This design comes from an exercise in tuning for small area and a short achievable clock period on the open sky130 flow, not from production work.
Function was checked by simulation only, so behaviour that the tests miss may differ from the original.

== build 83 ==
Design ConvEngine, start of the top module:
module ConvEngine (
    input         clk,
    input         rst,
    input  [31:0] DMAport,
    input         acc_enable,
    input         acc_clear,
    output [31:0] result
);
  reg  [23:0] R0, R1, R2, R3, R4, R5;
  reg  [5:0]  z;               
  reg  [2:0]  lr;              
  reg  [31:0] acc_p, acc_g;    
  reg  [17:0] Ws, Wc, V;       
  reg  [2:0]  wrow;            
  wire [18:0] t1a, t1b;        
  wire [31:0] early;           
  wire [31:0] t2p, t2g;        
  wire [17:0] wres;            
  wire       wr  = DMAport[7];
  wire [2:0] sel = DMAport[2:0];
  wire [23:0] data = DMAport[31:8];
  wire       valid = wr & (sel < 3'd6);
  always @(posedge clk) begin
    if (wr) begin
      case (sel)
        3'd0: R0 <= data;
        3'd1: R1 <= data;
        3'd2: R2 <= data;
        3'd3: R3 <= data;
        3'd4: R4 <= data;
        3'd5: R5 <= data;
        default: ;
      endcase
    end
  end
  wire [2:0] lrn = valid ? ((sel == 3'd0 || sel == 3'd3) ? 3'b001 :
                            (sel == 3'd1 || sel == 3'd4) ? 3'b010 : 3'b100) : lr;
  wire [5:0] zn = z & ~({5'd0, valid} << sel);
  always @(posedge clk or posedge rst) begin
    if (rst) begin
      z <= 6'b111111;
      lr <= 3'b001;
    end else begin
      z <= zn;
      lr <= lrn;
    end
  end
  wire       wp = valid & (sel < 3'd3);      
  wire       wk = valid & (sel >= 3'd3);     
  wire [2:0] qp = {3{~wp}} & lrn & ~z[2:0];
  wire [2:0] qk = {3{~wk}} & lrn & ~z[5:3];
  wire [23:0] xp_n = ({24{wp}} & data) | ({24{qp[0]}} & R0) | ({24{qp[1]}} & R1) | ({24{qp[2]}} & R2);
  wire [23:0] xk_n = ({24{wk}} & data) | ({24{qk[0]}} & R3) | ({24{qk[1]}} & R4) | ({24{qk[2]}} & R5);
  wire [11:0] bo_n, bt_n, bn_n;
  genvar gm, gi;
  generate
  ...
export LEC_CHECK = 0
export CAP_MARGIN = 20
export CORE_MARGIN = 2
export CORE_UTILIZATION = 40
export SETUP_SLACK_MARGIN = 5
export SLEW_MARGIN = 20
export SYNTH_HIERARCHICAL = 1
export SYNTH_MINIMUM_KEEP_SIZE = 0
create_clock -name core_clock -period 10.0 [get_ports {clk}]
standard.sh (not shown) runs the stock make flow with config.mk's settings and CLKGATE_MAP_FILE= SYNTH_SCRIPT=/design/flow/synth_recipe.tcl, a recipe that flattens the netlist after the stock synthesis.
==> flow/flow/run.sh <==
#!/bin/bash
# The standard layout, with plain buffers (not delay cells) on the ports and repair aiming at
# 5.5 ns of setup slack.
set -euo pipefail
bash standard.sh "BUFFER_PORTS_ARGS=-buffer_cell sky130_fd_sc_hd__buf_2" SETUP_SLACK_MARGIN=5.5 finish > flow_make.log 2>&1
Setup changes, build 83 to build 31
Settings: CTS_BUF_LIST newly set to sky130_fd_sc_hd__clkbuf_8.
==> flow/run.sh (new file) <==
#!/bin/bash
# synth_recipe.tcl (not shown) runs the flow's synth.tcl, then flattens the netlist and writes it again
# the make line also repeats each setting of config.mk as NAME=value (left out here)
make -C /OpenROAD-flow-scripts/flow DESIGN_CONFIG=/design/flow/config.mk WORK_HOME=/design/flow/orfs CLKGATE_MAP_FILE= SYNTH_SCRIPT=/design/flow/synth_recipe.tcl finish
removed: flow/flow/run.sh
removed: flow/standard.sh
==> comparison <==
Build 31 was carried through to the last stage, and its layout satisfied the timing, design-rule and antenna checks.
Share of final layout cell area taken by non-clock buffers: higher on build 83
Changes observed in build 31 relative to build 83: non-clock buffer count dropped 123; worst setup slack after layout dropped 250 ps.
[compare] base=build 83 new=build 31: post-route met1 wirelength shrank by about 7%; fraction of area in registers higher; routed wire length now smaller.
The inputs of build 14 differ from those of build 31 as listed below.
Settings: CTS_BUF_LIST no longer set, was sky130_fd_sc_hd__clkbuf_8.
==> flow/flow/run.sh (new file) <==
#!/bin/bash
# The standard layout, with plain buffers (not delay cells) on the ports.
set -euo pipefail
bash standard.sh "BUFFER_PORTS_ARGS=-buffer_cell sky130_fd_sc_hd__buf_2" finish > flow_make.log 2>&1
==> flow/standard.sh (new file) <==
#!/bin/bash
# synth_recipe.tcl (not shown) runs the flow's synth.tcl, then flattens the netlist and writes it again
# the make line also repeats each setting of config.mk as NAME=value (left out here)
make -C /OpenROAD-flow-scripts/flow DESIGN_CONFIG=/design/flow/config.mk WORK_HOME=/design/flow/orfs CLKGATE_MAP_FILE= SYNTH_SCRIPT=/design/flow/synth_recipe.tcl "${@:-finish}"
removed: flow/run.sh
==> comparison <==
On post-detailed-routing wire length: build 14 sits above build 31.
Lower post-synthesis to final-layout area growth among build 14 and build 31: build 14
Build 14 vs build 31 — total of cells resized after clock tree synthesis dropped 35.
Relative to build 31, length of routed wiring on met1 has increased by 320 microns in build 14.
Compared with build 31, build 14 shows cell depth of the worst flop-to-flop path lower by 3.
Build 14 completed; timing, DRC and antenna clean
Comparing build 31 against build 14, there is no change at all in H-tree depth reported by CTS.
Of build 14 and build 31, the higher number of optimization iterations in the first detailed-route pass belongs to build 14.
Compared to build 31, build 14 leaves more free space in the core.
Looking at count of cell instances traversed by the critical path, build 14 sits 1 higher than build 31 does.

==> afterwards: timing with drivers on the ports <==
Ports are ideal in the flow. The routed layouts listed here were re-timed in OpenROAD.
Step 1, drivers: a clkbuf_16 drives clk and a buf_2 each remaining input, both assumed.
Step 2 also shifts input and output timing later by t, the mid clock arrival at the registers, as if the neighbouring blocks saw the same clock.
Three values: no drivers, after step 1, after step 2; two values: the first two.
run | t (ns) | slack for setup (ns) | worst hold slack (ns) | slew at the worst register clock pin (ns) | worst data-port slew with drivers (ns)
build 83 | 0.613 | 5.314 / 5.265 / 5.209 | 0.440 / 0.440 / 0.440 | 0.06 / 0.06 | 0.05
build 31 | 0.702 | 5.069 / 5.016 / 4.674 | 0.423 / 0.423 / 0.423 | 0.06 / 0.06 | 0.05
build 14 | 0.604 | 5.172 / 5.116 / 4.924 | 0.440 / 0.440 / 0.440 | 0.06 / 0.06 | 0.06
After both steps setup and hold are still met in every run listed. The setup slack of build 31, which loses most, moves by -0.053 ns with the drivers and by -0.395 ns with both steps.
